Context: an optimization exercise on an open-source flow, tuned for small area, a short achievable clock period and few clock cycles per item. The choices shown serve that exercise and are no tape-out recipe.
The RTL was checked by simulation tests, not by an equivalence proof against the original design.

==> flow/design.v, too long to show whole: its modules and the start of the top module <==
// module Calvalid: 906 lines
// module CalvalidR: 911 lines
// module LowN: 9 lines
// module LowR: 3 lines
// module HiBit: 5 lines
// module LowBit: 4 lines
// module And2: 3 lines
// module And3: 3 lines
// module And4: 3 lines
// module Nand2: 3 lines
// module Nand3: 3 lines
// module Nor2: 3 lines
// module Nor3: 3 lines
// module FullAdd: 4 lines
// module HitTest: 36 lines
// module RippleSub: 35 lines
module HitTest(
    input clk,
    input rst,
    input start,
    input rsel,
    input [15:0] x,
    input [15:0] y,
    input [15:0] notex,
    input [15:0] notey,
    input signed [15:0] indx,
    input signed [15:0] indy,
    output valJR,
    output valE,
    output valr,
    output valR,
    output reg ready
);
  // ...
==> flow/flow/run.sh <==
#!/bin/bash
set -euo pipefail
B="BUFFER_PORTS_ARGS=-buffer_cell sky130_fd_sc_hd__buf_1"
R=orfs/results/sky130hd/HitTest/base
bash standard.sh "$B" floorplan > standard_floorplan.log 2>&1
cat > upsize.tcl <<EOT
read_liberty $FLOW_HOME/platforms/sky130hd/lib/sky130_fd_sc_hd__tt_025C_1v80.lib
read_db $R/2_floorplan.odb
set n 0
foreach inst [[ord::get_db_block] getInsts] {
  set name [\$inst getName]
  if {[[\$inst getMaster] getName] eq "sky130_fd_sc_hd__dfxtp_1" && [string match {n[ab][xy]*} \$name]} {
    replace_cell \$name sky130_fd_sc_hd__dfxtp_4
    incr n
  }
}
puts "upsized \$n registers"
write_db $R/2_floorplan.odb
EOT
openroad -no_init -exit upsize.tcl > upsize.log 2>&1
bash standard.sh "$B" finish > standard_finish.log 2>&1
==> flow/standard.sh <==
#!/bin/bash
# synth_recipe.tcl (not shown) runs the flow's synth.tcl, then flattens the netlist and writes it again
# the make line also repeats each setting of config.mk as NAME=value (left out here)
make -C /OpenROAD-flow-scripts/flow DESIGN_CONFIG=/design/flow/config.mk WORK_HOME=/design/flow/orfs CLKGATE_MAP_FILE= SYNTH_SCRIPT=/design/flow/synth_recipe.tcl "${@:-finish}"
==> flow/config.mk <==
export PLATFORM = sky130hd
export DESIGN_NAME = HitTest
export DESIGN_NICKNAME = HitTest
export VERILOG_FILES = /design/flow/design.v
export SDC_FILE = /design/flow/constraint.sdc
export NUM_CORES = 4
export LEC_CHECK = 0
export CAP_MARGIN = 20
export CORE_MARGIN = 2
export CORE_UTILIZATION = 60
export SETUP_SLACK_MARGIN = 3.3
export SLEW_MARGIN = 20
export SYNTH_HIERARCHICAL = 1
export SYNTH_MINIMUM_KEEP_SIZE = 0
==> flow/constraint.sdc <==
create_clock -name core_clock -period 10.0 [get_ports {clk}]
set_input_delay 2.0000 -clock core_clock [delete_from_list [all_inputs] [get_ports {clk}]]
set_output_delay 2.0000 -clock core_clock [all_outputs]
set_load 0.01 [all_outputs]
==> out/metrics.yaml, run 1 <==
sta:
  fin_crit_sh_pct: 68.8
logic_synthesis:
  yosysSeqAreaShare_pct: 7.63
  yosysTopAreaCellShare_pct: 58.4
  syn-cell-area_um2: 18400
  avgSynthCellArea_um2: 10.5
  synth_top_family_by_area: "adder cells"
  synthDistinctLibCells: 49
  synthFlopType: "dfxtp_1"
  synthAdderAreaFrac_pct: 63.8
  synthesis.nets: 2471
grt:
  grt_max_degree: 19
  track_usage_pct: 32.5
  met1_usage_pct: 43.2
  grt_pass1_wl_um: 77300
clocking:
  postCtsSetupBuffers: 69
  clockRootBuffer: "clkbuf_16"
  tritoncts: "done"
final_layout:
  syn_to_final_growth_pct: 8.86
  mostFrequentLayoutCell: "fa_1"
  num-fill-cells: 2431
  buffers: 181
  multi_input_area_um2: 16300
floorplanning:
  dieArea_um2: 32000
drt:
  dr.pass1.iters: 5
  top_layer: "met5"
  ant_nets: 0
  drt_iter0_drc: 814
  wl_per_cell_um: 21.3
outcome:
  status: "complete, no violations"
critical_path:
  critPathLaunchType: "flip-flop"
  worstPathMaxFanout: 18
  worstPathCellList: "nor2_1, fa_1, fa_1, fa_2, fa_1, fa_1, fa_1, xor2_1, xnor2_1, nand3_1, nor3_4, and4_1, buf_2"
  critPathBufInv: 1
  critPathKind: "flip-flop to primary output"
hold_path:
  min_to: "rs$_DFF_P_"
place:
  place.gp.congestion: 0.883
Testbench counts, summed over its fixed seeds: cycles 16,000, items 16,000.
==> inputs of run 2 (changes only) <==
--- a/flow/flow/run.sh
+++ b/flow/flow/run.sh
@@ -19,3 +19,3 @@
 EOT
 openroad -no_init -exit upsize.tcl > upsize.log 2>&1
-bash standard.sh "$B" finish > standard_finish.log 2>&1
+bash standard.sh "$B" SETUP_MOVE_SEQUENCE=sizeup,swap finish > standard_finish.log 2>&1
--- a/flow/config.mk
+++ b/flow/config.mk
@@ -6,4 +6,5 @@
 export NUM_CORES = 4
 export LEC_CHECK = 0
+export ABC_AREA = 1
 export CAP_MARGIN = 20
 export CORE_MARGIN = 2
==> out/metrics.yaml, run 2 <==
outcome:
  status: "complete, no violations"  # unchanged
floorplanning:
  io_pins: 105  # unchanged
  rows: 67  # was 64
  floorplan.initialDensity_pct: 60.5  # about the same
  die_h_um: 187  # was 179 µm
  dieArea_um2: 35000  # was 32,000 µm²
  die_x_um: 187  # was 179 µm
  core_um2: 33300  # was 30,300 µm²
critical_path:
  critPathKind: "flip-flop to primary output"  # unchanged
  end_kind: "primary output"  # unchanged
  cp_slowest_cell: "fa_2"  # was fa_1
  critPathLaunchType: "flip-flop"  # unchanged
  critPathMaxStageDelay_ns: 0.60  # was 0.57 ns
  worstPathCellList: "nor2_4, fa_1, fa_1, fa_1, fa_2, fa_1, fa_2, inv_2, nand2_2, nand3_2, nand2_1, nand3_2, inv_2, nand2_2, nor2_4, nand2_1, nor2_1, buf_2"  # was nor2_1, fa_1, fa_1, fa_2, fa_1, fa_1, fa_1, xor2_1, xnor2_1, nand3_1, nor3_4, and4_1, buf_2
  required_ns: 8.00  # about the same
  cpMostUsedCell: "fa_1"  # unchanged
  worst_ep_arrival_time_ns: 4.76  # was 4.88 ns
  worstPathMaxFanout: 17  # was 18
hold_path:
  min_path_type: "input pin to flip-flop"  # unchanged
grt:
  overflow: 0  # unchanged
  grt_max_degree: 19  # unchanged
  grt_pass1_vias: 16700  # was 14,200
  grt_pass1_wl_um: 84600  # was 77,300 µm
  antenna_found_initial: 1  # was 2
  track_usage_pct: 31.2  # was 32.5%
logic_synthesis:
  yosysSeqAreaShare_pct: 6.96  # was 7.63%
  synth_top_area_cell: "fa_1"  # unchanged
  yosysMostFrequentCell: "nor2_1"  # was fa_1
  yosysWarnings: 7  # unchanged
  synthesis.nets: 3118  # was 2,471
  syn-cell-area_um2: 20100  # was 18,400 µm²
  synth_area_leaders: "fa_1 (53%), nor2_1 (11%), nand2_1 (8.6%)"  # was fa_1 (58%), nor2_1 (10%), dfxtp_1 (7.6%)
  yosysTopAreaCellShare_pct: 53.3  # was 58.4%
  ys_ff_latch: 70  # unchanged
  avgSynthCellArea_um2: 8.38  # was 10.5 µm²
  async_flop_share_pct: 0  # unchanged
  yosys-top-cells-count: "nor2_1 (602), fa_1 (536), nand2_1 (462), inv_1 (316), nand3_1 (125)"  # was fa_1 (536), nor2_1 (507), clkbuf_1 (122), ha_1 (79), dfxtp_1 (70)
  synthFlopType: "dfxtp_1"  # unchanged
  netlist_instances: 2403  # was 1,756
  synthDistinctLibCells: 32  # was 49
  synth-edff-count: 0  # unchanged
final_layout:
  num-fill-cells: 2989  # was 2,431
  syn_to_final_growth_pct: 5.08  # was 8.86%
  mostFrequentLayoutCell: "nor2_1"  # was fa_1
  layout.cells.non_filler: 2839  # was 2,217
  drive_gt1_share_pct: 8.20  # was 13.8%
  final_cell_mix: "nor2_1 (580), fa_1 (508), nand2_1 (458), inv_1 (307), nand3_1 (121)"  # was fa_1 (527), nor2_1 (504), buf_1 (100), ha_1 (78), buf_4 (69)
  diodes: 0  # unchanged
  final_nets: 3101  # was 2,531
clocking:
  path_clk_slew_ns: 0.06  # about the same
  clockRootBuffer: "clkbuf_16"  # unchanged
  tritoncts: "done"  # unchanged
  numCtsBuffers: 9  # unchanged
  postCtsSetupBuffers: 0  # was 69
  cts_buffer_depth: 2  # unchanged
  htreeDepth: 3  # unchanged
  hold_buffers: 0  # unchanged
  cts.sinks: 70  # unchanged
sta:
  hold_viol_final: 0  # unchanged
  fin_crit_ns: 6.76  # was 6.88 ns
  slew_headroom_pct: 68.1  # was 68.4%
  setup_tns_ns: 0  # unchanged
  rsz0062_at_grt: "yes"  # unchanged
  fmax_mhz: 148  # was 145 MHz
  worstMarginPinSlew_ns: 0.477  # was 0.474 ns
  setup_viol: 0  # unchanged
  fin_crit_sh_pct: 67.6  # was 68.8%
  drv_slew: 0  # unchanged
drt:
  drt_iter0_drc: 989  # was 814
  vias: 15300  # was 12,900
  viasPerCell: 5.39  # was 5.80
  dr.pass1.iters: 6  # was 5
  routed_wl_um: 50600  # was 47,300 µm
  drc: 0  # unchanged
  ant_nets: 0  # unchanged
  wl_per_cell_um: 17.8  # was 21.3 µm
place:
  dp_cells: 2823  # was 2,124
  portBuffers: 104  # unchanged
  hpwl_um: 41400  # was 36,900 µm
  place.gp.congestion: 0.928  # was 0.883
flow_run:
  maxCapViolations: 0  # unchanged
-- run 2: changes by cell type in the layout (fill, tap and decap cells not counted), moves of 63 or more --
| cell | delta |
|---|---|
| inv_1 | +253 |
| nand2_1 | +424 |
| nand3_1 | +106 |
| nor2_1 | +76 |
| xnor2_1 | -63 |
| buf_4 | -69 |
-- run 2: worst max-delay path, delay by kind of cell, from the launching register on --
kind	cells	cell delay, ns
simple gates	9	0.67
fa+ha+maj	6	2.93
buf+inv	3	0.25
flops	1	0.53
-- run 2: final cells by class --
cell class	count	area (µm²)	area share, %
Timing Repair Buffer	104	395	1.87
Sequential cell	70	1660	7.83
Clock buffer	10	229	1.08
Tap cell	448	561	2.65
Clock inverter	6	71.3	0.337
Multi-Input combinational cell	1873	17000	80.4
Inverter	328	1240	5.87
-- run 2: cells by family after synthesis --
kind of cell / Yosys count / share of synthesized area [%]
XOR/XNOR: 5 / 0.217
adder cells (fa/ha/maj): 615 / 58.2
flip-flops: 70 / 6.96
AND/OR/NAND/NOR: 1229 / 24.3
buffers and inverters: 460 / 9.58
AO/OA/AOI/OAI: 24 / 0.733
-- run 2: per-module statistics from Yosys, one instance, submodules excluded, a selection --
module / times used / cells inside
Nand2: 2 / 1
And4: 4 / 3
LowN: 1 / 114
Nor3: 5 / 4
And2: 1 / 2
HitTest: 1 / 104
-- run 2: worst paths after layout --
kind	slack [ns]	end	cells after the start	from
max	3.24	valE	18	nax[7]$_DFF_P_
min	1.78	rs$_DFF_P_	1	rsel
-- run 2: timing repair --
item / in CTS / in global routing
gates cloned: 0 / 0
setup endpoints to repair: 4 / 4
resized for setup: 35 / 48
pin swaps: 10 / 17
-- run 2: through the flow --
stage               hold slack [ns]  worst slack, ns  util (%)  area (µm²)
global placement               2.12             3.44      62.0       20600
finish                         1.78             3.24      63.6       21200
global route                   1.77             3.00      63.6       21200
floorplan                      2.03             3.69         -       20100
CTS                            1.77             3.19      63.2       21000
detailed placement             2.13             3.38      62.0       20600
-- run 2: per-layer routing --
| metal | global-route usage (%) | vias up | part of all wire, % |
|---|---|---|---|
| li1 | - | 6987 | - |
| met1 | 41.6 | 7652 | 41 |
| met2 | 51.6 | 561 | 48 |
| met3 | 7.30 | 102 | 8.2 |
| met4 | 8.79 | 2 | 3.1 |
| met5 | 0 | - | 0.026 |
==> inputs of run 3 (changes only) <==
--- a/flow/config.mk
+++ b/flow/config.mk
@@ -6,5 +6,4 @@
 export NUM_CORES = 4
 export LEC_CHECK = 0
-export ABC_AREA = 1
 export CAP_MARGIN = 20
 export CORE_MARGIN = 2
==> out/metrics.yaml, run 3 <==
outcome:
  status: "complete, no violations"  # unchanged
drt:
  wl_met1_um: 18700  # was 20,600 µm
  vias: 12500  # was 15,300
  drt_iter0_drc: 698  # was 989
  wl_per_cell_um: 21.7  # was 17.8 µm
  ant_nets: 0  # unchanged
  top_layer: "met5"  # unchanged
  met3_length_um: 3300  # was 4140 µm
  dr.pass1.iters: 5  # was 6
  dr_wl_met2_um: 23300  # was 24,300 µm
  drc: 0  # unchanged
  viasPerCell: 5.83  # was 5.39
  routed_wl_um: 46300  # was 50,600 µm
logic_synthesis:
  synthDistinctLibCells: 49  # was 32
  yosysSeqAreaShare_pct: 7.63  # was 6.96%
  synth_top_area_cell: "fa_1"  # unchanged
  yosys-top-cells-count: "fa_1 (536), nor2_1 (507), clkbuf_1 (122), ha_1 (79), dfxtp_1 (70)"  # was nor2_1 (602), fa_1 (536), nand2_1 (462), inv_1 (316), nand3_1 (125)
  avgSynthCellArea_um2: 10.5  # was 8.38 µm²
  yosysTopAreaCellShare_pct: 58.4  # was 53.3%
  synthFlopType: "dfxtp_1"  # unchanged
  synth_area_leaders: "fa_1 (58%), nor2_1 (10%), dfxtp_1 (7.6%)"  # was fa_1 (53%), nor2_1 (11%), nand2_1 (8.6%)
  netlist_instances: 1756  # was 2,403
  synth-edff-count: 0  # unchanged
  syn-cell-area_um2: 18400  # was 20,100 µm²
  yosysMostFrequentCell: "fa_1"  # was nor2_1
  ys_ff_latch: 70  # unchanged
  yosysWarnings: 7  # unchanged
  synthesis.nets: 2471  # was 3,118
  async_flop_share_pct: 0  # unchanged
critical_path:
  path_delay_family: "adder cells"  # unchanged
  cp_slowest_cell: "fa_2"  # unchanged
  worstPathCellList: "nor2b_4, fa_2, fa_2, fa_2, fa_2, fa_2, fa_1, xor2_1, xnor2_1, nand3_1, nor3_4, and4_1, buf_2"  # was nor2_4, fa_1, fa_1, fa_1, fa_2, fa_1, fa_2, inv_2, nand2_2, nand3_2, nand2_1, nand3_2, inv_2, nand2_2, nor2_4, nand2_1, nor2_1, buf_2
  critPathKind: "flip-flop to primary output"  # unchanged
  worstPathMaxFanout: 18  # was 17
  critPathBufInv: 1  # was 3
  required_ns: 8.00  # about the same
  critPathMaxStageDelay_ns: 0.56  # was 0.60 ns
  worstSetupStartpoint: "nax[8]$_DFF_P_"  # was nax[7]$_DFF_P_
  worst_ep_arrival_time_ns: 4.89  # was 4.76 ns
  end_kind: "primary output"  # unchanged
  cpMostUsedCell: "fa_2"  # was fa_1
  critPathLaunchType: "flip-flop"  # unchanged
floorplanning:
  core_um2: 30300  # was 33,300 µm²
  io_pins: 105  # unchanged
  rows: 64  # was 67
  die_h_um: 179  # was 187 µm
  dieArea_um2: 32000  # was 35,000 µm²
  die_x_um: 179  # was 187 µm
  floorplan.initialDensity_pct: 60.5  # about the same
place:
  hpwl_um: 36900  # was 41,400 µm
  dp_slack_ns: 3.33  # was 3.38 ns
  place.gp.congestion: 0.883  # was 0.928
  portBuffers: 104  # unchanged
clocking:
  htreeDepth: 3  # unchanged
  hold_buffers: 0  # unchanged
  clockRootBuffer: "clkbuf_16"  # unchanged
  cts_buffer_depth: 2  # unchanged
  path_clk_slew_ns: 0.06  # about the same
  numCtsBuffers: 9  # unchanged
  cts.sinks: 70  # unchanged
  tritoncts: "done"  # unchanged
sta:
  rsz0062_at_grt: "yes"  # unchanged
  setup_viol: 0  # unchanged
  setup_slack_ns: 3.11  # was 3.24 ns
  fmax_mhz: 145  # was 148 MHz
  fin_crit_ns: 6.89  # was 6.76 ns
  slew_headroom_pct: 65.8  # was 68.1%
  setup_tns_ns: 0  # unchanged
  worstMarginPinSlew_ns: 0.509  # was 0.477 ns
  hold_viol_final: 0  # unchanged
  fin_crit_sh_pct: 68.9  # was 67.6%
  drv_slew: 0  # unchanged
final_layout:
  diodes: 0  # unchanged
  syn_to_final_growth_pct: 5.34  # was 5.08%
  final_cell_mix: "fa_1 (521), nor2_1 (507), buf_1 (100), ha_1 (79), dfxtp_4 (68)"  # was nor2_1 (580), fa_1 (508), nand2_1 (458), inv_1 (307), nand3_1 (121)
  drive_gt1_share_pct: 10.0  # was 8.20%
  mostFrequentLayoutCell: "fa_1"  # was nor2_1
  num-fill-cells: 2490  # was 2,989
  final_nets: 2454  # was 3,101
grt:
  overflow: 0  # unchanged
  antenna_found_initial: 2  # was 1
  grt_pass1_vias: 13800  # was 16,700
  track_usage_pct: 31.8  # was 31.2%
  grt_pass1_wl_um: 75700  # was 84,600 µm
  grt_max_degree: 19  # unchanged
hold_path:
  min_path_type: "input pin to flip-flop"  # unchanged
  hp-start: "rsel"  # unchanged
flow_run:
  maxCapViolations: 0  # unchanged
run 3: cell count changes after synthesis, moves of 31 or more:
cell / before / now
xnor2_1: 1 / 64
or2_2: 1 / 56
buf_2: 124 / 6
nor2_1: 602 / 507
clkbuf_1: 2 / 122
inv_1: 316 / 54
nand3_1: 125 / 17
xor2_1: 4 / 35
nand2_1: 462 / 34
nor2b_1: 0 / 58
run 3: layout make-up:
cell class                      instances  area [µm²]  share of cell area (%)
Multi-Input combinational cell       1499       16300                    84.4
Sequential cell                        70        1660                    8.56
Tap cell                              396         495                    2.56
Timing Repair Buffer                  104         395                    2.04
Clock buffer                           11         233                    1.20
Inverter                               55         206                    1.07
Clock inverter                          5        26.3                   0.136
run 3: cells by family after synthesis:
kind of cell	after synthesis	share of synthesized area [%]
flops	70	7.63
simple gates	712	17.0
compound gates	69	2.44
xor+xnor	103	5.21
fa+ha+maj	615	63.8
buf+inv	187	3.98
run 3: metrics by stage:
stage               hold WS, ns  utilization [%]  area [µm²]  cells
floorplan                  2.03                -       18400   1756
global placement           2.10             62.6       19000   2124
detailed placement         2.10             62.6       19000   2124
CTS                        1.73             63.7       19300   2140
global route               1.74             63.8       19400   2140
finish                     1.75             63.8       19400   2140
run 3: per-layer routing:
layer	up-vias	global-route usage (%)
met2	424	53.4
li1	5318	-
met3	62	7.08
met1	6659	42.3
met5	-	0
met4	4	8.06
run 3: modules after synthesis, one instance, submodules excluded, a selection:
module     times used  area [µm²]  cells inside  flip-flops and latches
And2                1        6.26             1                       0
Nand2               2        3.75             1                       0
LowR                1         141            19                       0
HitTest             1        1540           103                      70
LowN                1         499            65                       0
Nor3                5        10.0             1                       0
CalvalidR           1        1850           392                       0
FullAdd           534        20.0             1                       0
Nand3              13        5.00             1                       0
RippleSub           4         148            22                       0
Calvalid            1        1940           399                       0
And4                4        8.76             1                       0
run 3: path summary, 6_finish.rpt:
| check | end | slack (ns) | depth (start not counted) |
|---|---|---|---|
| worst min-delay path | rs$_DFF_P_ | 1.75 | 1 |
| worst max-delay path | valJR | 3.11 | 13 |
run 3: what timing repair did:
| action | CTS | global route |
|---|---|---|
| gates resized for setup | 26 | 7 |
| setup buffers | 0 | 0 |
| pin swaps | 14 | 5 |
| endpoints found under the setup margin | 4 | 4 |

[what the ideal ports hide]
Ports are ideal in the flow. The routed layouts listed here were re-timed in OpenROAD.
Step 1, drivers: a clkbuf_16 drives clk and a buf_2 each remaining input, both assumed.
Step 2, shift: input delay + t, output delay - t, t = (earliest + latest rising clock arrival at the registers) / 2. This alone moves slack from input paths to output paths.
a / b / c = ideal / step 1 / step 2; a / b = the first two.
run	shift t [ns]	setup slack, ns	hold WS [ns]
run 1	0.391	3.123 / 3.076 / 3.467	1.744 / 1.724 / 2.115
run 2	0.390	3.240 / 3.191 / 3.581	1.783 / 1.757 / 2.147
run 3	0.390	3.106 / 3.057 / 3.447	1.748 / 1.726 / 2.116
After both steps setup and hold are still met in every run listed.
